Source: an optimization exercise on an open RTL-to-GDS flow (aim: small area). Production flows keep margins and buffers that such runs may drop.
Function was checked by simulation only, so behaviour that the tests miss may differ from the original.
Power and IR drop assume default switching activity.

File: flow/design.v
module freq_detector(
    input             clk,
    input             rst_n,
    input             pulse_in,
    output reg [18:0] freq
);
reg d1, d2, d3;
always @(posedge clk or negedge rst_n) begin
    if (!rst_n) begin
        d1 <= 1'b0;
        d2 <= 1'b0;
        d3 <= 1'b0;
    end else begin
        d1 <= pulse_in;
        d2 <= d1;
        d3 <= d2;
    end
end
wire pre = pulse_in & ~d1;    
wire st1 = d1 & ~d2;          
wire st2 = d2 & ~d3;          
wire st0 = pre & ~st2;        
wire hold = pre | st1;
reg  [19:0] K;
wire        sat = &K[19:15];
wire [20:0] ic;
wire [19:0] K_inc;
assign ic[0] = ~hold & ~sat;
genvar i;
generate
    for (i = 0; i < 20; i = i + 1) begin : g_inc
        assign K_inc[i] = K[i] ^ ic[i];
        assign ic[i+1]  = K[i] & ic[i];
    end
endgenerate
always @(posedge clk or negedge rst_n) begin
    if (!rst_n)
        K <= 20'd1;
    else if (st2)
        K <= 20'd3;
    else
        K <= K_inc;
end
wire lt67 = ~|K[19:7] & (~K[6] | (~|K[5:2] & ~(K[1] & K[0])));
reg  [6:0]  Q;
reg  [19:0] X;
wire [13:0] bw;                  
wire [12:0] rd;
assign bw[0] = 1'b0;
generate
    for (i = 0; i < 13; i = i + 1) begin : g_rd
        if (i < 7) begin : g_lo
            assign rd[i]   = X[i] ^ Q[i] ^ bw[i];
            assign bw[i+1] = (~X[i] & Q[i]) | (~X[i] & bw[i]) | (Q[i] & bw[i]);
        end else begin : g_hi
            assign rd[i]   = X[i] ^ bw[i];
            assign bw[i+1] = ~X[i] & bw[i];
        end
    end
endgenerate
wire        neg = bw[13];
wire [13:0] ac;
wire [12:0] radj;
assign ac[0] = 1'b1;
generate
    for (i = 0; i < 13; i = i + 1) begin : g_ra
        assign radj[i] = rd[i] ^ K[i] ^ ac[i];
        assign ac[i+1] = (rd[i] & K[i]) | (rd[i] & ac[i]) | (K[i] & ac[i]);
    end
endgenerate
wire [7:0] qc;
wire [6:0] Qdec;
assign qc[0] = neg & ~hold;
generate
    for (i = 0; i < 7; i = i + 1) begin : g_qd
        assign Qdec[i] = Q[i] ^ qc[i];
        assign qc[i+1] = ~Q[i] & qc[i];
    end
endgenerate
wire [12:0] Rn = lt67 ? 13'd58 : (neg ? radj : rd);    
reg  [7:0]  qs;       
wire [3:0]  cb = {st0, st0, 1'b0, st0};    
wire [19:0] nK = ~K;
wire [19:0] r0, r1, r2, r3;
wire [3:0]  qb;
div_row u_r0 (.p({X,  cb[3]}), .nd(nK), .q(qb[3]), .r(r0));
div_row u_r1 (.p({r0, cb[2]}), .nd(nK), .q(qb[2]), .r(r1));
div_row u_r2 (.p({r1, cb[1]}), .nd(nK), .q(qb[1]), .r(r2));
div_row u_r3 (.p({r2, cb[0]}), .nd(nK), .q(qb[0]), .r(r3));
always @(posedge clk) begin
    Q  <= lt67 ? 7'd72 : Qdec;
    X  <= (st0 | st1) ? r3 : {7'd0, Rn};
    qs <= {qs[3:0], qb};
end
always @(posedge clk or negedge rst_n) begin
    if (!rst_n)
        freq <= 19'd0;
    else if (st2 & ~lt67)
        freq <= {Q, qs, qb};
end
endmodule
module div_row(
    input  [20:0] p,
    input  [19:0] nd,
    output        q,
    output [19:0] r
);
wire [20:0] c;
wire [19:0] s;
assign c[0] = 1'b1;
genvar i;
generate
    for (i = 0; i < 20; i = i + 1) begin : g_b
        assign s[i]   = p[i] ^ nd[i] ^ c[i];
        assign c[i+1] = (p[i] & nd[i]) | (p[i] & c[i]) | (nd[i] & c[i]);
    end
endgenerate
assign q = p[20] | c[20];
assign r = q ? s : p[19:0];
endmodule
module top_freq_test (
    input wire         clk        ,
    input wire         rst_n      ,
    input wire         pulse_sig_1,
    input wire         pulse_sig_2,
    input wire         pulse_sig_3,
    input wire         pulse_sig_4,
    output wire [19:0] freq_out_1 ,
    output wire [19:0] freq_out_2 ,
    output wire [19:0] freq_out_3 ,
    output wire [19:0] freq_out_4
);
assign freq_out_1[19] = 1'b0;
assign freq_out_2[19] = 1'b0;
assign freq_out_3[19] = 1'b0;
assign freq_out_4[19] = 1'b0;
freq_detector u_freq_detector_0 (.clk(clk), .rst_n(rst_n), .pulse_in(pulse_sig_1), .freq(freq_out_1[18:0]));
freq_detector u_freq_detector_1 (.clk(clk), .rst_n(rst_n), .pulse_in(pulse_sig_2), .freq(freq_out_2[18:0]));
freq_detector u_freq_detector_2 (.clk(clk), .rst_n(rst_n), .pulse_in(pulse_sig_3), .freq(freq_out_3[18:0]));
freq_detector u_freq_detector_3 (.clk(clk), .rst_n(rst_n), .pulse_in(pulse_sig_4), .freq(freq_out_4[18:0]));
endmodule
File: flow/run.sh
#!/bin/bash
# synth_recipe.tcl (not shown) runs the flow's synth.tcl, then flattens the netlist and writes it again
# the make line also repeats each setting of config.mk as NAME=value (left out here)
make -C /OpenROAD-flow-scripts/flow DESIGN_CONFIG=/design/flow/config.mk WORK_HOME=/design/flow/orfs CLKGATE_MAP_FILE= SYNTH_SCRIPT=/design/flow/synth_recipe.tcl finish
File: flow/config.mk
export PLATFORM = sky130hd
export DESIGN_NAME = top_freq_test
export DESIGN_NICKNAME = top_freq_test
export VERILOG_FILES = /design/flow/design.v
export SDC_FILE = /design/flow/constraint.sdc
export NUM_CORES = 4
export LEC_CHECK = 0
export CAP_MARGIN = 0
export CORE_MARGIN = 2
export CORE_UTILIZATION = 50
export CTS_BUF_LIST = sky130_fd_sc_hd__clkbuf_8
export CTS_CLUSTER_DIAMETER = 60
export CTS_CLUSTER_SIZE = 16
export GPL_TIMING_DRIVEN = 0
export SLEW_MARGIN = 0
File: flow/constraint.sdc
create_clock -name core_clock -period 80.0 [get_ports {clk}]
set_input_delay 16.0000 -clock core_clock [delete_from_list [all_inputs] [get_ports {clk}]]
set_output_delay 16.0000 -clock core_clock [all_outputs]
set_load 0.01 [all_outputs]
==> qor.yml, run 1 <==
status:
  outcome: "timing/DRC/antenna clean"
sta:
  finalMaxSlewViolations: 0
  worst_pin_slew_ns: 0.887
  finalSetupViolCount: 0
  fin_setup_tns_ns: 0
  relSlewSlack_pct: 40.9
  fin_crit_ns: 54.41
  fin_crit_sh_pct: 68.0
  clock_skew_ns: 0.0311
  rsz0062_at_grt: "no"
  hold_violations: 0
  max_freq_mhz: 18.4
synthesis:
  synthXorXnorAreaFrac_pct: 0.712
  yosysWarnings: 1
  yosysUniqueCellTypes: 74
  synth-adder-area-share_pct: 37.3
  synth.top_cell.area_share_pct: 30.0
  synth-seq-cells: 308
  synth_area_sq_um: 24600
  synth_area_leader_cell: "fa_1"
  synth_simple_gate_area_share_pct: 10.2
  async_reset_ff_share_pct: 54.5
  synthCells: 2247
  synth_common_cells: "368 x fa_1, 262 x inv_1, 190 x nand2_1, 164 x dfrtp_1, 144 x ha_1"
  avgSynthCellArea_sq_um: 10.9
  synth_compound_area_share_pct: 10.9
  yosysMostFrequentCell: "fa_1"
  yosys_most_used_dff: "dfrtp_1"
  yosysSeqAreaShare_pct: 28.5
  synth-edff-count: 0
  synth_top_family_by_area: "adder cells"
  synth.area.mux_share_pct: 6.35
  synth.area.top_cells: "fa_1 30%, dfrtp_1 17%, dfxtp_1 11%"
cells_and_area:
  drive_gt1_share_pct: 10.7
  final_core_util_pct: 55.7
  final.fill_count: 4363
  nNetsFinal: 2891
  final_area_sq_um: 27100
  area_growth_pct: 10.4
clocking:
  cts_setup_buffers: 0
  clock_latency_ns: 0.64
  post_cts_resized: 0
  hold_buffers: 0
  numClockSinks: 308
  clk_path_buf_depth: 3
  clockRootBuffer: "clkbuf_8"
  clk_pin_slew_ns: 0.10
  h-tree-depth: 2
  cts_buffers: 38
  cts_tree: "built"
routing:
  wl_per_cell_um: 19.1
  remaining_drc_errors: 0
  vias: 16700
  drtAntennaViolNets: 0
  initialDrtViolationCount: 959
  routed_wl_um: 58700
  viasPerCell: 5.44
  drtPass1Iterations: 5
pwr:
  pwr-share-comb_pct: 62.0
  power_density_nw_per_um2: 31.9
  switching_share_pct: 45.5
  p_int_mw: 0.471
  pwr-share-seq_pct: 22.9
  leakage_nw: 12.0
  p_sw_mw: 0.394
  p_clk_share_pct: 15.1
  ir_drop_uv: 21.5
worst_setup_path:
  worstSetupPathType: "in -> reg"
  worstPathArrival_ns: 54.92
  cp.required_ns: 80.51
  worst-path-max-fanout: 10
  crit_top_cell: "fa_1"
  endpoint_kind: "register"
  slowest_delay_ns: 0.56
  cp-start-kind: "primary input"
  r2r_cells: 109
  timing.rr.start: "u_freq_detector_1.d2"
  r2r_setup_slack_ns: 40.69
  critPathSlowestCell: "clkbuf_1"
  r2r_end: "u_freq_detector_1.X[11]"
global_routing:
  grt_pass1_vias: 18200
  grt_overflow_total: 0
  grtUsageTotal_pct: 24.5
  grt_start_max_net_pins: 112
  antenna_found_initial: 0
  grt_pass1_wl_um: 98200
floorplanning:
  initial_core_util_pct: 50.4
  io_pins: 86
  chipWidth_um: 226
  core-area_sq_um: 48700
  die_h_um: 226
  rows: 81
  dieArea_sq_um: 51000
placement:
  port_buffers: 81
  routabilityCongestion: 0.856
  hpwl_um: 45900
  placedInstanceArea_sq_um: 26300
hold_path:
  hold_depth: 0
  min_to: "u_freq_detector_2.qs[5]"
  hp-start: "u_freq_detector_2.qs[1]"
  hp-class: "reg -> reg"
job:
  cap_violations: 0
sequential cells by signal, summed over array words and instances (netlist names), 8 cells and up:
register                count
u_freq_detector_3.qs        8
u_freq_detector_1.K        20
u_freq_detector_0.freq     19
u_freq_detector_0.X        20
u_freq_detector_1.X        20
u_freq_detector_3.X        20
u_freq_detector_2.X        20
u_freq_detector_1.qs        8
u_freq_detector_1.freq     19
u_freq_detector_2.freq     19
u_freq_detector_2.K        20
u_freq_detector_0.qs        8
u_freq_detector_0.K        20
u_freq_detector_3.freq     19
u_freq_detector_2.qs        8
u_freq_detector_3.K        20
layout by cell type (no fill, tap or decap), types with 50 or more instances in the layout:
cell	synthesis	final
clkbuf_1	60	60
inv_1	262	263
fa_1	368	368
clkdlybuf4s50_1	0	80
nor2b_1	50	50
nand2_1	190	190
dfxtp_1	140	140
ha_1	144	144
dfrtp_1	164	164
nor2_1	104	104
mux2_2	86	86
o21ai_0	142	142
mux2i_1	58	58
per-layer routing:
| layer | share of wire (%) | global-route usage [%] |
|---|---|---|
| met1 | 45 | 33.6 |
| met2 | 49 | 41.4 |
| met3 | 3.5 | 2.63 |
| met4 | 2.2 | 6.81 |
| met5 | 0 | 0 |
critical path, delay by kind of cell:
kind                     cells  cell delay (ns)
AO/OA/AOI/OAI                9             1.87
adder cells (fa/ha/maj)     76            32.40
buffers and inverters       16             3.64
AND/OR/NAND/NOR              7             1.01
stage by stage:
| stage | worst slack, ns | std cells | hold slack, ns | total power, mW |
|---|---|---|---|---|
| finish | 25.59 | 3068 | 0.350 | 0.865 |
| global route | 23.90 | 3067 | 0.357 | 0.971 |
| CTS | 25.42 | 3067 | 0.352 | 0.877 |
| detailed placement | 24.87 | 2997 | 0.335 | 0.743 |
| global placement | 25.08 | 2995 | 0.330 | 0.711 |
| floorplan | 28.61 | 2250 | 0.327 | 0.615 |
kinds of logic after synthesis:
kind of cell    count (synthesis)
mux                           145
xor+xnor                       20
compound gates                373
buf+inv                       369
fa+ha+maj                     512
flops                         308
other cells                     1
simple gates                  519
area by class of cell:
type                            instances  area (sq um)  share of cell area, %
Multi-Input combinational cell       1573         16100                   59.3
Clock buffer                           39           537                   1.98
Antenna cell                            1          2.50                0.00922
Timing Repair Buffer                   83           848                   3.13
Sequential cell                       308          7010                   25.8
Inverter                              272          1020                   3.77
Clock inverter                         31           330                   1.22
Buffer                                 97           465                   1.71
Tap cell                              664           831                   3.06
worst max-delay path by stage:
| stage | slack, ns | endpoint | start |
|---|---|---|---|
| 4_1_cts | 25.42 | u_freq_detector_1.X[11] | pulse_sig_2 |
| 3_5_place_dp | 24.87 | u_freq_detector_1.X[11] | pulse_sig_2 |
| 5_1_grt | 23.90 | u_freq_detector_1.X[9] | pulse_sig_2 |
| 3_3_place_gp | 25.08 | u_freq_detector_1.X[11] | pulse_sig_2 |
| 6_report | 25.59 | u_freq_detector_1.X[11] | pulse_sig_2 |
| 2_1_floorplan | 28.61 | u_freq_detector_1.X[0] | pulse_sig_2 |
power groups by stage:
stage	Sequential, mW	Combinational, mW	Clock (mW)
2_1_floorplan	0.195	0.420	0
3_3_place_gp	0.201	0.510	0
3_5_place_dp	0.202	0.541	0
4_1_cts	0.199	0.542	0.136
5_1_grt	0.202	0.628	0.141
6_report	0.198	0.536	0.130
==> run 2: changes to the inputs <==
--- a/flow/config.mk
+++ b/flow/config.mk
@@ -5,6 +5,7 @@
 export SDC_FILE = /design/flow/constraint.sdc
 export NUM_CORES = 4
 export LEC_CHECK = 0
+export ABC_AREA = 1
 export CAP_MARGIN = 0
 export CORE_MARGIN = 2
 export CORE_UTILIZATION = 50
==> run 2 against run 1 <==
Worst setup slack gained 2.4 ns. Cell area grew 3.7%. Largest power group unchanged. Still clean. Combinational power grew 21%. Fmax grew 4.6%. Critical endpoint is now u_freq_detector_0.X[5].
==> qor.yml, run 2 <==
sta:
  hold_violations: 0  # unchanged
  max_freq_mhz: 19.2  # was 18.4 MHz
  timing.final.ws_setup_ns: 27.96  # was 25.59 ns
  clock_skew_ns: 0.0327  # was 0.0311 ns
  finalSetupViolCount: 0  # unchanged
  hold_ws_ns: 0.356  # was 0.350 ns
  relSlewSlack_pct: 53.6  # was 40.9%
  finalMaxSlewViolations: 0  # unchanged
  rsz0062_at_grt: "no"  # unchanged
  fin_setup_tns_ns: 0  # unchanged
  fin_crit_ns: 52.04  # was 54.41 ns
  worst_pin_slew_ns: 0.696  # was 0.887 ns
  fin_crit_sh_pct: 65.0  # was 68.0%
synthesis:
  yosysWarnings: 1  # unchanged
  synth.area.top_cells: "fa_1 29%, dfrtp_1 16%, nand2_1 13%"  # was fa_1 30%, dfrtp_1 17%, dfxtp_1 11%
  synth_common_cells: "861 x nand2_1, 568 x inv_1, 368 x fa_1, 194 x nor2_1, 190 x o21ai_0"  # was 368 x fa_1, 262 x inv_1, 190 x nand2_1, 164 x dfrtp_1, 144 x ha_1
  avgSynthCellArea_sq_um: 8.37  # was 10.9 sq um
  synth.top_cell.area_share_pct: 28.7  # was 30.0%
  yosysMostFrequentCell: "nand2_1"  # was fa_1
  yosysSeqAreaShare_pct: 27.3  # was 28.5%
  async_reset_ff_share_pct: 54.5  # unchanged
  synth_area_sq_um: 25700  # was 24600 sq um
  yosys_most_used_dff: "dfrtp_1"  # unchanged
  synth_area_leader_cell: "fa_1"  # unchanged
  synthCells: 3067  # was 2247
  synth-edff-count: 0  # unchanged
  yosysUniqueCellTypes: 37  # was 74
  synth-seq-cells: 308  # unchanged
clocking:
  cts_buffers: 35  # was 38
  clk_path_buf_depth: 3  # unchanged
  clk_pin_slew_ns: 0.09  # was 0.10 ns
  cts_tree: "built"  # unchanged
  clockRootBuffer: "clkbuf_8"  # unchanged
  clock_latency_ns: 0.64  # about the same
  hold_buffers: 0  # unchanged
  cts_setup_buffers: 0  # unchanged
  numClockSinks: 308  # unchanged
  post_cts_resized: 0  # unchanged
  h-tree-depth: 2  # unchanged
floorplanning:
  io_pins: 86  # unchanged
  chipWidth_um: 231  # was 226 um
  initial_core_util_pct: 50.4  # about the same
  rows: 83  # was 81
  core-area_sq_um: 51000  # was 48700 sq um
  die_h_um: 231  # was 226 um
  dieArea_sq_um: 53200  # was 51000 sq um
worst_setup_path:
  worst-path-max-fanout: 10  # unchanged
  endpoint_kind: "register"  # unchanged
  r2r_cells: 106  # was 109
  critPathSlowestCell: "fa_1"  # was clkbuf_1
  slowest_delay_ns: 0.50  # was 0.56 ns
  worstSetupPathType: "in -> reg"  # unchanged
  timing.rr.start: "u_freq_detector_0.d3"  # was u_freq_detector_1.d2
  worstPathArrival_ns: 52.56  # was 54.92 ns
  r2r_setup_slack_ns: 43.32  # was 40.69 ns
  cp-start-kind: "primary input"  # unchanged
  crit_top_cell: "fa_1"  # unchanged
  cp.required_ns: 80.52  # was 80.51 ns
  r2r_end: "u_freq_detector_0.X[5]"  # was u_freq_detector_1.X[11]
  worstSetupStartpoint: "pulse_sig_1"  # was pulse_sig_2
  endpoint: "u_freq_detector_0.X[5]"  # was u_freq_detector_1.X[11]
pwr:
  leakage_nw: 14.3  # was 12.0 nW
  power_density_nw_per_um2: 34.3  # was 31.9 nW/um^2
  power_mw: 0.966  # was 0.865 mW
  ir_drop_uv: 19.8  # was 21.5 uV
cells_and_area:
  finalNonFillerCells: 3895  # was 3068
  final_area_sq_um: 28100  # was 27100 sq um
  drive_gt1_share_pct: 5.85  # was 10.7%
  final_common_cell: "nand2_1"  # was fa_1
  nNetsFinal: 3707  # was 2891
  final_cell_mix: "861 x nand2_1, 574 x inv_1, 368 x fa_1, 194 x nor2_1, 190 x o21ai_0"  # was 368 x fa_1, 263 x inv_1, 190 x nand2_1, 164 x dfrtp_1, 144 x ha_1
  final.fill_count: 4803  # was 4363
  area_growth_pct: 9.62  # was 10.4%
  final_core_util_pct: 55.2  # was 55.7%
  diodes: 0  # was 1
routing:
  initialDrtViolationCount: 1075  # was 959
  viasPerCell: 5.02  # was 5.44
  drtAntennaViolNets: 0  # unchanged
  drtPass1Iterations: 6  # was 5
  remaining_drc_errors: 0  # unchanged
  wl_per_cell_um: 16.2  # was 19.1 um
  vias: 19500  # was 16700
  routed_wl_um: 62900  # was 58700 um
placement:
  routabilityCongestion: 0.909  # was 0.856
  port_buffers: 81  # unchanged
  placedInstanceArea_sq_um: 27400  # was 26300 sq um
  hpwl_um: 49700  # was 45900 um
  dp.cells: 3832  # was 2997
  pre_cts_slack_ns: 27.27  # was 24.87 ns
hold_path:
  hp-class: "reg -> reg"  # unchanged
job:
  cap_violations: 0  # unchanged
global_routing:
  grt_start_max_net_pins: 108  # was 112
  grt_pass1_wl_um: 106000  # was 98200 um
  antenna_found_initial: 0  # unchanged
  grt_pass1_vias: 20400  # was 18200
  grt_overflow_total: 0  # unchanged
  grtUsageTotal_pct: 25.0  # was 24.5%
status:
  outcome: "timing/DRC/antenna clean"  # unchanged
[run 2: kinds of logic (layout without fill, tap and decap cells)]
family | Yosys count | count (layout) | share of synthesized area, %
other cells | 1 | 4 | 0.0146
flops | 308 | 308 | 27.3
simple gates | 1318 | 1318 | 21.3
xor+xnor | 10 | 10 | 0.341
compound gates | 233 | 233 | 4.72
fa+ha+maj | 512 | 512 | 35.7
mux | 3 | 3 | 0.117
buf+inv | 682 | 827 | 10.5
[run 2: power breakdown]
| group | switching [mW] | internal [mW] | total [mW] |
|---|---|---|---|
| Clock | 0.0692 | 0.0531 | 0.122 |
| Sequential | 0.0222 | 0.174 | 0.197 |
| Combinational | 0.392 | 0.256 | 0.647 |
| Total | 0.483 | 0.483 | 0.966 |
[run 2: final cells by class]
| cell class | instances | area (sq um) | area share (%) |
|---|---|---|---|
| inverters | 579 | 2170 | 7.72 |
| well taps | 680 | 851 | 3.02 |
| multi-input cells | 2080 | 16000 | 56.8 |
| plain buffers | 103 | 510 | 1.81 |
| clock inverters | 26 | 256 | 0.911 |
| clock buffers | 37 | 509 | 1.81 |
| repair buffers | 82 | 843 | 3.00 |
| flip-flops and latches | 308 | 7010 | 24.9 |
[run 2: critical path, delay by kind of cell]
kind / cells / cell delay (ns)
adders and majority gates: 76 / 32.56
AOI/OAI and AO/OA: 2 / 0.50
buffers and inverters: 13 / 1.79
and+or+nand+nor: 14 / 1.66
[run 2: routing by layer]
metal | routed length, um | up-vias | GRT usage (%)
met3 | 3260 | 127 | 4.14
met5 | 0 | - | 0
li1 | - | 9473 | -
met4 | 1930 | 0 | 8.02
met1 | 27900 | 9491 | 33.5
met2 | 29900 | 450 | 41.6
[run 2: worst min path at each step]
stage,from,to,slack [ns],cells after the start
floorplan,u_freq_detector_0.qs[0],u_freq_detector_0.qs[4],0.33,0
global placement,u_freq_detector_2.qs[0],u_freq_detector_2.qs[4],0.33,0
detailed placement,u_freq_detector_2.qs[2],u_freq_detector_2.qs[6],0.34,0
CTS,u_freq_detector_1.qs[3],u_freq_detector_1.qs[7],0.35,0
global route,u_freq_detector_3.qs[2],u_freq_detector_3.qs[6],0.36,0
finish,u_freq_detector_2.qs[2],u_freq_detector_2.qs[6],0.36,0
==> run 3: changes to the inputs <==
==> flow/config.mk (replaced) <==
export PLATFORM = sky130hd
export DESIGN_NAME = top_freq_test
export DESIGN_NICKNAME = top_freq_test
export VERILOG_FILES = /design/flow/design.v
export SDC_FILE = /design/flow/constraint.sdc
export NUM_CORES = 4
export LEC_CHECK = 0
export CAP_MARGIN = 0
export CORE_MARGIN = 2
export CORE_UTILIZATION = 50
export GPL_TIMING_DRIVEN = 0
export SLEW_MARGIN = 0
==> run 3 against run 2 <==
Still clean on timing, DRC and antenna. Global-route usage fell by 0.44 points. Power fell by 3.7%. Synthesized cell count decreased by 27%. Final cell count shrank 21%. Via count down 14%. Cell area down 1.6%. Non-clock buffer count down 5. Area after synthesis decreased by 4.2%. Die area is 4.2% lower. Critical path type unchanged. Largest power group unchanged.
==> qor.yml, run 3 <==
status:
  outcome: "timing/DRC/antenna clean"  # unchanged
sta:
  relSlewSlack_pct: 40.7  # was 53.6%
  fin_crit_sh_pct: 68.1  # was 65.0%
  worst_pin_slew_ns: 0.889  # was 0.696 ns
  timing.final.ws_setup_ns: 25.52  # was 27.96 ns
  clock_skew_ns: 0.0247  # was 0.0327 ns
  rsz0062_at_grt: "no"  # unchanged
  finalMaxSlewViolations: 0  # unchanged
  fin_setup_tns_ns: 0  # unchanged
  finalSetupViolCount: 0  # unchanged
  fin_crit_ns: 54.48  # was 52.04 ns
  hold_violations: 0  # unchanged
  max_freq_mhz: 18.4  # was 19.2 MHz
synthesis:
  yosysMostFrequentCell: "fa_1"  # was nand2_1
  synth_area_sq_um: 24600  # was 25700 sq um
  avgSynthCellArea_sq_um: 10.9  # was 8.37 sq um
  synth-edff-count: 0  # unchanged
  synth-seq-cells: 308  # unchanged
  synth.area.top_cells: "fa_1 30%, dfrtp_1 17%, dfxtp_1 11%"  # was fa_1 29%, dfrtp_1 16%, nand2_1 13%
  yosys_most_used_dff: "dfrtp_1"  # unchanged
  yosysWarnings: 1  # unchanged
  synth_area_leader_cell: "fa_1"  # unchanged
  async_reset_ff_share_pct: 54.5  # unchanged
  synth.top_cell.area_share_pct: 30.0  # was 28.7%
  synthCells: 2247  # was 3067
  yosysUniqueCellTypes: 74  # was 37
  yosysSeqAreaShare_pct: 28.5  # was 27.3%
  synth_common_cells: "368 x fa_1, 262 x inv_1, 190 x nand2_1, 164 x dfrtp_1, 144 x ha_1"  # was 861 x nand2_1, 568 x inv_1, 368 x fa_1, 194 x nor2_1, 190 x o21ai_0
pwr:
  switching_share_pct: 42.0  # was 50.0%
  ir_drop_uv: 23.0  # was 19.8 uV
  leakage_nw: 12.3  # was 14.3 nW
  p_int_mw: 0.540  # was 0.483 mW
  pwr-share-comb_pct: 57.7  # was 67.0%
  pwr-share-seq_pct: 21.3  # was 20.3%
  p_sw_mw: 0.391  # was 0.483 mW
  p_clk_share_pct: 20.9  # was 12.7%
  power_density_nw_per_um2: 33.6  # was 34.3 nW/um^2
clocking:
  clockRootBuffer: "clkbuf_16"  # was clkbuf_8
  cts_tree: "built"  # unchanged
  hold_buffers: 0  # unchanged
  cts_setup_buffers: 0  # unchanged
  numClockSinks: 308  # unchanged
  clk_path_buf_depth: 3  # unchanged
  h-tree-depth: 2  # unchanged
  cts_buffers: 38  # was 35
  post_cts_resized: 0  # unchanged
  clock_latency_ns: 0.57  # was 0.64 ns
  clk_pin_slew_ns: 0.06  # was 0.09 ns
worst_setup_path:
  r2r_setup_slack_ns: 40.69  # was 43.32 ns
  cp.required_ns: 80.46  # was 80.52 ns
  worstPathArrival_ns: 54.95  # was 52.56 ns
  cp-start-kind: "primary input"  # unchanged
  worstSetupPathType: "in -> reg"  # unchanged
  critPathSlowestCell: "clkbuf_1"  # was fa_1
  crit_top_cell: "fa_1"  # unchanged
  endpoint_kind: "register"  # unchanged
  slowest_delay_ns: 0.56  # was 0.50 ns
  worst-path-max-fanout: 10  # unchanged
global_routing:
  grt_pass1_wl_um: 98200  # was 106000 um
  grt_overflow_total: 0  # unchanged
  grt_pass1_vias: 18200  # was 20400
  grt_start_max_net_pins: 112  # was 108
  grtUsageTotal_pct: 24.6  # was 25.0%
  antenna_found_initial: 0  # unchanged
cells_and_area:
  final.fill_count: 4276  # was 4803
  drive_gt1_share_pct: 10.5  # was 5.85%
  nNetsFinal: 2891  # was 3707
  final_cell_mix: "368 x fa_1, 262 x inv_1, 190 x nand2_1, 164 x dfrtp_1, 144 x ha_1"  # was 861 x nand2_1, 574 x inv_1, 368 x fa_1, 194 x nor2_1, 190 x o21ai_0
  finalNonFillerCells: 3067  # was 3895
  diodes: 0  # unchanged
  final_common_cell: "fa_1"  # was nand2_1
  area_growth_pct: 12.6  # was 9.62%
routing:
  initialDrtViolationCount: 970  # was 1075
  routed_wl_um: 59000  # was 62900 um
  vias: 16700  # was 19500
  viasPerCell: 5.45  # was 5.02
  wl_per_cell_um: 19.2  # was 16.2 um
  remaining_drc_errors: 0  # unchanged
  drtAntennaViolNets: 0  # unchanged
  drtPass1Iterations: 5  # was 6
floorplanning:
  rows: 81  # was 83
  core-area_sq_um: 48700  # was 51000 sq um
  chipWidth_um: 226  # was 231 um
  io_pins: 86  # unchanged
  dieArea_sq_um: 51000  # was 53200 sq um
  die_h_um: 226  # was 231 um
  initial_core_util_pct: 50.4  # about the same
placement:
  hpwl_um: 45900  # was 49700 um
  pre_cts_slack_ns: 24.87  # was 27.27 ns
  routabilityCongestion: 0.856  # was 0.909
  dp.cells: 2997  # was 3832
  port_buffers: 81  # unchanged
job:
  cap_violations: 0  # unchanged
hold_path:
  hp-class: "reg -> reg"  # unchanged
-- run 3: changes by cell type in the layout (fill, tap and decap cells not counted), moves of 36 or more --
cell,delta
and2_1,+36
clkbuf_16,+41
inv_1,-312
mux2_2,+86
mux2i_1,+55
nand2_1,-671
nand3_1,-137
nor2_1,-90
nor2b_1,+50
o21ai_0,-48
o221ai_1,+40
-- run 3: worst max-delay path: cells and delay by family --
family,cells,cell delay (ns)
adder cells (fa/ha/maj),76,32.40
AND/OR/NAND/NOR,7,1.02
buffers and inverters,16,3.66
AO/OA/AOI/OAI,9,1.88
-- run 3: routing by layer --
metal / part of all wire (%) / vias up / global-route usage (%) / routed length, um
met4: 2.1 / 0 / 6.86 / 1220
met2: 49 / 317 / 41.4 / 29100
met3: 3.9 / 72 / 2.86 / 2320
li1: - / 7763 / - / -
met5: 0 / - / 0 / 0
met1: 45 / 8561 / 33.7 / 26300
-- run 3: path summary, 6_finish.rpt --
path | start | endpoint | depth (start not counted)
max | pulse_sig_2 | u_freq_detector_1.X[11] | 108
min | u_freq_detector_2.qs[2] | u_freq_detector_2.qs[6] | 0
max reg2reg | u_freq_detector_1.d2 | u_freq_detector_1.X[11] | 109
min reg2reg | u_freq_detector_2.qs[2] | u_freq_detector_2.qs[6] | 0
max in group asynchronous | rst_n | u_freq_detector_0.K[0] | 2
min in group asynchronous | rst_n | u_freq_detector_1.freq[18] | 1
-- run 3: logic make-up after synthesis --
| logic type | share of synthesized area (%) |
|---|---|
| other | 0.0153 |
| adder cells (fa/ha/maj) | 37.3 |
| XOR/XNOR | 0.712 |
| multiplexers | 6.35 |
| AO/OA/AOI/OAI | 10.9 |
| AND/OR/NAND/NOR | 10.2 |
| buffers and inverters | 6.06 |
| flip-flops | 28.5 |
-- run 3: final cells by class --
class | count | area, sq um | area share, %
inverter | 272 | 1020 | 3.70
timing repair buffer | 83 | 848 | 3.06
sequential | 308 | 7010 | 25.3
buffer | 97 | 465 | 1.68
tap | 664 | 831 | 3.00
clock inverter | 18 | 295 | 1.07
clock buffer | 52 | 1120 | 4.04
multi-input combinational | 1573 | 16100 | 58.1
-- run 3: metrics by stage --
step           power, mW  hold slack, ns  utilization (%)  cell area, sq um
2_1_floorplan      0.615           0.327                -             24600
3_5_place_dp       0.743           0.335             53.9             26300
3_3_place_gp       0.711           0.330             53.8             26200
6_report           0.931           0.345             56.8             27700
5_1_grt             1.04           0.352             56.8             27700
4_1_cts            0.942           0.347             56.8             27700
-- run 3: power groups by stage --
stage	registers (mW)	logic, mW	clock network, mW
3_5_place_dp	0.202	0.541	0
5_1_grt	0.202	0.627	0.206
6_report	0.199	0.538	0.195
4_1_cts	0.199	0.543	0.200
3_3_place_gp	0.201	0.510	0
2_1_floorplan	0.195	0.420	0
==> run 4: changes to the inputs <==
==> flow/flow/run.sh (new file) <==
#!/bin/bash
# Standard ORFS layout (the standard.sh), with two changes:
#  * port buffers use sky130_fd_sc_hd__buf_1 (every port still gets a buffer)
#  * clock tree synthesis does not insert dummy loads
# The whole make output goes to flow.log in this folder.
set -euo pipefail
export BUFFER_PORTS_ARGS="-buffer_cell sky130_fd_sc_hd__buf_1"
export CTS_ARGS="-sink_clustering_enable -repair_clock_nets -dont_use_dummy_load -buf_list sky130_fd_sc_hd__clkbuf_8 -sink_clustering_size 16 -sink_clustering_max_diameter 60"
bash standard.sh finish > flow.log 2>&1
==> flow/standard.sh (new file) <==
#!/bin/bash
# synth_recipe.tcl (not shown) runs the flow's synth.tcl, then flattens the netlist and writes it again
# the make line also repeats each setting of config.mk as NAME=value (left out here)
make -C /OpenROAD-flow-scripts/flow DESIGN_CONFIG=/design/flow/config.mk WORK_HOME=/design/flow/orfs CLKGATE_MAP_FILE= SYNTH_SCRIPT=/design/flow/synth_recipe.tcl "${@:-finish}"
--- a/flow/config.mk
+++ b/flow/config.mk
@@ -8,5 +8,8 @@
 export CAP_MARGIN = 0
 export CORE_MARGIN = 2
 export CORE_UTILIZATION = 50
+export CTS_BUF_LIST = sky130_fd_sc_hd__clkbuf_8
+export CTS_CLUSTER_DIAMETER = 60
+export CTS_CLUSTER_SIZE = 16
 export GPL_TIMING_DRIVEN = 0
 export SLEW_MARGIN = 0
removed: flow/run.sh
==> run 4 against run 3 <==
Die area unchanged. Area after synthesis unchanged. Clock power down 51%. Critical path depth did not move. First-iteration DRC count is 15% lower. Worst setup slack gained 0.41 ns. Worst hold slack lost 0.025 ns.
==> qor.yml, run 4 <==
cells_and_area:
  multi_input_area_sq_um: 16100  # unchanged
  final_common_cell: "fa_1"  # unchanged
  diodes: 0  # unchanged
  final.fill_count: 4345  # was 4276
  drive_gt1_share_pct: 9.57  # was 10.5%
  final_area_sq_um: 26300  # was 27700 sq um
  nNetsFinal: 2891  # unchanged
  seq_area_sq_um: 7010  # unchanged
  area_growth_pct: 7.01  # was 12.6%
  final_cell_mix: "368 x fa_1, 262 x inv_1, 190 x nand2_1, 164 x dfrtp_1, 144 x ha_1"  # unchanged
worst_setup_path:
  critPathTopFamily: "adder cells"  # unchanged
  worstSetupPathType: "in -> reg"  # unchanged
  cp-start-kind: "primary input"  # unchanged
  r2r_cells: 109  # unchanged
  r2r_setup_slack_ns: 40.62  # was 40.69 ns
  critPathSlowestCell: "clkbuf_1"  # unchanged
  r2r_end: "u_freq_detector_1.X[10]"  # was u_freq_detector_1.X[11]
  endpoint_kind: "register"  # unchanged
  worstPathArrival_ns: 54.57  # was 54.95 ns
  cp.buffers_inverters: 16  # unchanged
  timing.rr.start: "u_freq_detector_1.d2"  # unchanged
  cp.depth: 108  # unchanged
  crit_top_cell: "fa_1"  # unchanged
  slowest_delay_ns: 0.58  # was 0.56 ns
  cp.required_ns: 80.50  # was 80.46 ns
  worst-path-max-fanout: 10  # unchanged
clocking:
  cts_buffers: 36  # was 38
  numClockSinks: 308  # unchanged
  cts_setup_buffers: 0  # unchanged
  post_cts_resized: 0  # unchanged
  clk_pin_slew_ns: 0.08  # was 0.06 ns
  hold_buffers: 0  # unchanged
  clockRootBuffer: "clkbuf_8"  # was clkbuf_16
  clk_path_buf_depth: 3  # unchanged
  clock_latency_ns: 0.63  # was 0.57 ns
  cts_tree: "built"  # unchanged
  h-tree-depth: 2  # unchanged
hold_path:
  hp-class: "reg -> reg"  # unchanged
  min_to: "u_freq_detector_2.qs[6]"  # unchanged
  hp-start: "u_freq_detector_2.qs[2]"  # unchanged
  hold_depth: 0  # unchanged
sta:
  max_freq_mhz: 18.5  # was 18.4 MHz
  hold_ws_ns: 0.320  # was 0.345 ns
  hold_violations: 0  # unchanged
  finalMaxSlewViolations: 0  # unchanged
  timing.final.ws_setup_ns: 25.92  # was 25.52 ns
  finalSetupViolCount: 0  # unchanged
  worst_pin_slew_ns: 0.935  # was 0.889 ns
  fin_setup_tns_ns: 0  # unchanged
  relSlewSlack_pct: 37.3  # was 40.7%
  fin_crit_sh_pct: 67.6  # was 68.1%
  rsz0062_at_grt: "no"  # unchanged
  fin_crit_ns: 54.08  # was 54.48 ns
  clock_skew_ns: 0.0584  # was 0.0247 ns
floorplanning:
  io_pins: 86  # unchanged
  chipWidth_um: 226  # unchanged
  rows: 81  # unchanged
  initial_core_util_pct: 50.4  # unchanged
  core-area_sq_um: 48700  # unchanged
  dieArea_sq_um: 51000  # unchanged
  die_h_um: 226  # unchanged
synthesis:
  yosysUniqueCellTypes: 74  # unchanged
  synth_area_sq_um: 24600  # unchanged
  synth_area_leader_cell: "fa_1"  # unchanged
  avgSynthCellArea_sq_um: 10.9  # unchanged
  synth-seq-cells: 308  # unchanged
  synth.area.top_cells: "fa_1 30%, dfrtp_1 17%, dfxtp_1 11%"  # unchanged
  async_reset_ff_share_pct: 54.5  # unchanged
  yosysMostFrequentCell: "fa_1"  # unchanged
  synth_common_cells: "368 x fa_1, 262 x inv_1, 190 x nand2_1, 164 x dfrtp_1, 144 x ha_1"  # unchanged
  synthCells: 2247  # unchanged
  yosysWarnings: 1  # unchanged
  synth.top_cell.area_share_pct: 30.0  # unchanged
  yosys_most_used_dff: "dfrtp_1"  # unchanged
  synth-edff-count: 0  # unchanged
  yosysSeqAreaShare_pct: 28.5  # unchanged
routing:
  vias: 16600  # was 16700
  viasPerCell: 5.48  # was 5.45
  drtPass1Iterations: 5  # unchanged
  drtAntennaViolNets: 0  # unchanged
  routed_wl_um: 57600  # was 59000 um
  wl_per_cell_um: 19.0  # was 19.2 um
  initialDrtViolationCount: 828  # was 970
  remaining_drc_errors: 0  # unchanged
job:
  cap_violations: 0  # unchanged
global_routing:
  antenna_found_initial: 0  # unchanged
  grt_start_max_net_pins: 39  # was 112
  grtUsageTotal_pct: 24.1  # was 24.6%
  grt_pass1_wl_um: 96900  # was 98200 um
  grt_pass1_vias: 18200  # about the same
  grt_overflow_total: 0  # unchanged
pwr:
  ir_drop_uv: 18.7  # was 23.0 uV
  leakage_nw: 11.7  # was 12.3 nW
  power_density_nw_per_um2: 31.7  # was 33.6 nW/um^2
placement:
  placedInstanceArea_sq_um: 25800  # was 26300 sq um
  port_buffers: 81  # unchanged
  pre_cts_slack_ns: 25.32  # was 24.87 ns
  hpwl_um: 45900  # about the same
  routabilityCongestion: 0.883  # was 0.856
status:
  outcome: "timing/DRC/antenna clean"  # unchanged
run 4: cell types whose count changed in the layout (fill, tap and decap cells not counted), sizes merged:
cell and delta:
clkdlybuf4s50 -80, bufinv -8, clkinv -8, clkbuf -16, buf +82, clkinvlp -2
run 4: where the power goes:
part | internal [mW] | switching, mW
Sequential | 0.175 | 0.0231
Clock | 0.0401 | 0.0563
Combinational | 0.241 | 0.297
run 4: through the flow:
step	utilization [%]	instances	total power [mW]
floorplan	-	2250	0.615
global placement	52.8	2995	0.711
detailed placement	53.0	2999	0.745
CTS	54.0	3035	0.845
global route	54.0	3035	0.938
finish	54.0	3035	0.833
run 4: cell type report:
class / instances / area share, %
plain buffers: 97 / 1.77
inverters: 272 / 3.89
clock buffers: 36 / 1.88
flip-flops and latches: 308 / 26.7
repair buffers: 85 / 1.46
well taps: 664 / 3.16
multi-input cells: 1573 / 61.2
run 4: how the worst max path moves through the flow:
stage / from / endpoint / slack [ns]
after CTS: pulse_sig_2 / u_freq_detector_1.X[0] / 25.83
after global routing: pulse_sig_2 / u_freq_detector_1.X[0] / 24.25
final: pulse_sig_2 / u_freq_detector_1.X[10] / 25.92
after global placement: pulse_sig_2 / u_freq_detector_1.X[11] / 25.49
after floorplan: pulse_sig_2 / u_freq_detector_1.X[0] / 28.61
after detailed placement: pulse_sig_2 / u_freq_detector_1.X[7] / 25.32
run 4: cell families (layout without fill, tap and decap cells):
kind of cell,Yosys count,in the layout,synth area share (%)
muxes,145,145,6.35
and+or+nand+nor,519,519,10.2
buffers and inverters,369,490,6.06
xor gates and xnor gates,20,20,0.712
AOI/OAI and AO/OA,373,373,10.9
adders and majority gates,512,512,37.3
other,1,4,0.0153
DFF,308,308,28.5
run 4: routing by layer:
metal	part of all wire (%)	GRT usage, %
met5	0	0
met2	49	40.1
met4	2.3	6.45
met3	4.2	3.37
met1	45	33.3

==> re-timing with driven ports <==
In the flow no input, the clock included, has a driving cell. The finished layouts below were timed again as built, in two steps. Step 1, drivers: a clkbuf_16 drives clk and a buf_2 each remaining input, both assumed. Step 2 adds t to the input delays and takes it off the output delays; t is the mean of the earliest and latest rising clock arrival at the registers after step 1. Input paths then give back, and output paths get back, about the clock's delay inside the block. Three values: no drivers, after step 1, after step 2; two values: the first two.
| run | t, ns | setup slack, ns | hold WS [ns] | worst setup path at the end | latest minus earliest clock arrival (ns) |
|---|---|---|---|---|---|
| run 1 | 0.681 | 25.593 / 25.623 / 24.941 | 0.350 / 0.350 / 0.350 | input to register | 0.037 / 0.037 |
| run 2 | 0.677 | 27.965 / 27.988 / 27.311 | 0.356 / 0.356 / 0.356 | input to register | 0.033 / 0.033 |
| run 3 | 0.619 | 25.517 / 25.553 / 24.933 | 0.345 / 0.345 / 0.345 | input to register | 0.025 / 0.025 |
| run 4 | 0.653 | 25.925 / 25.947 / 25.294 | 0.320 / 0.320 / 0.320 | input to register | 0.066 / 0.065 |
After both steps every run listed still meets setup and hold. The setup slack of run 2, which loses most, moves by +0.023 ns with the drivers and by -0.654 ns with both steps.
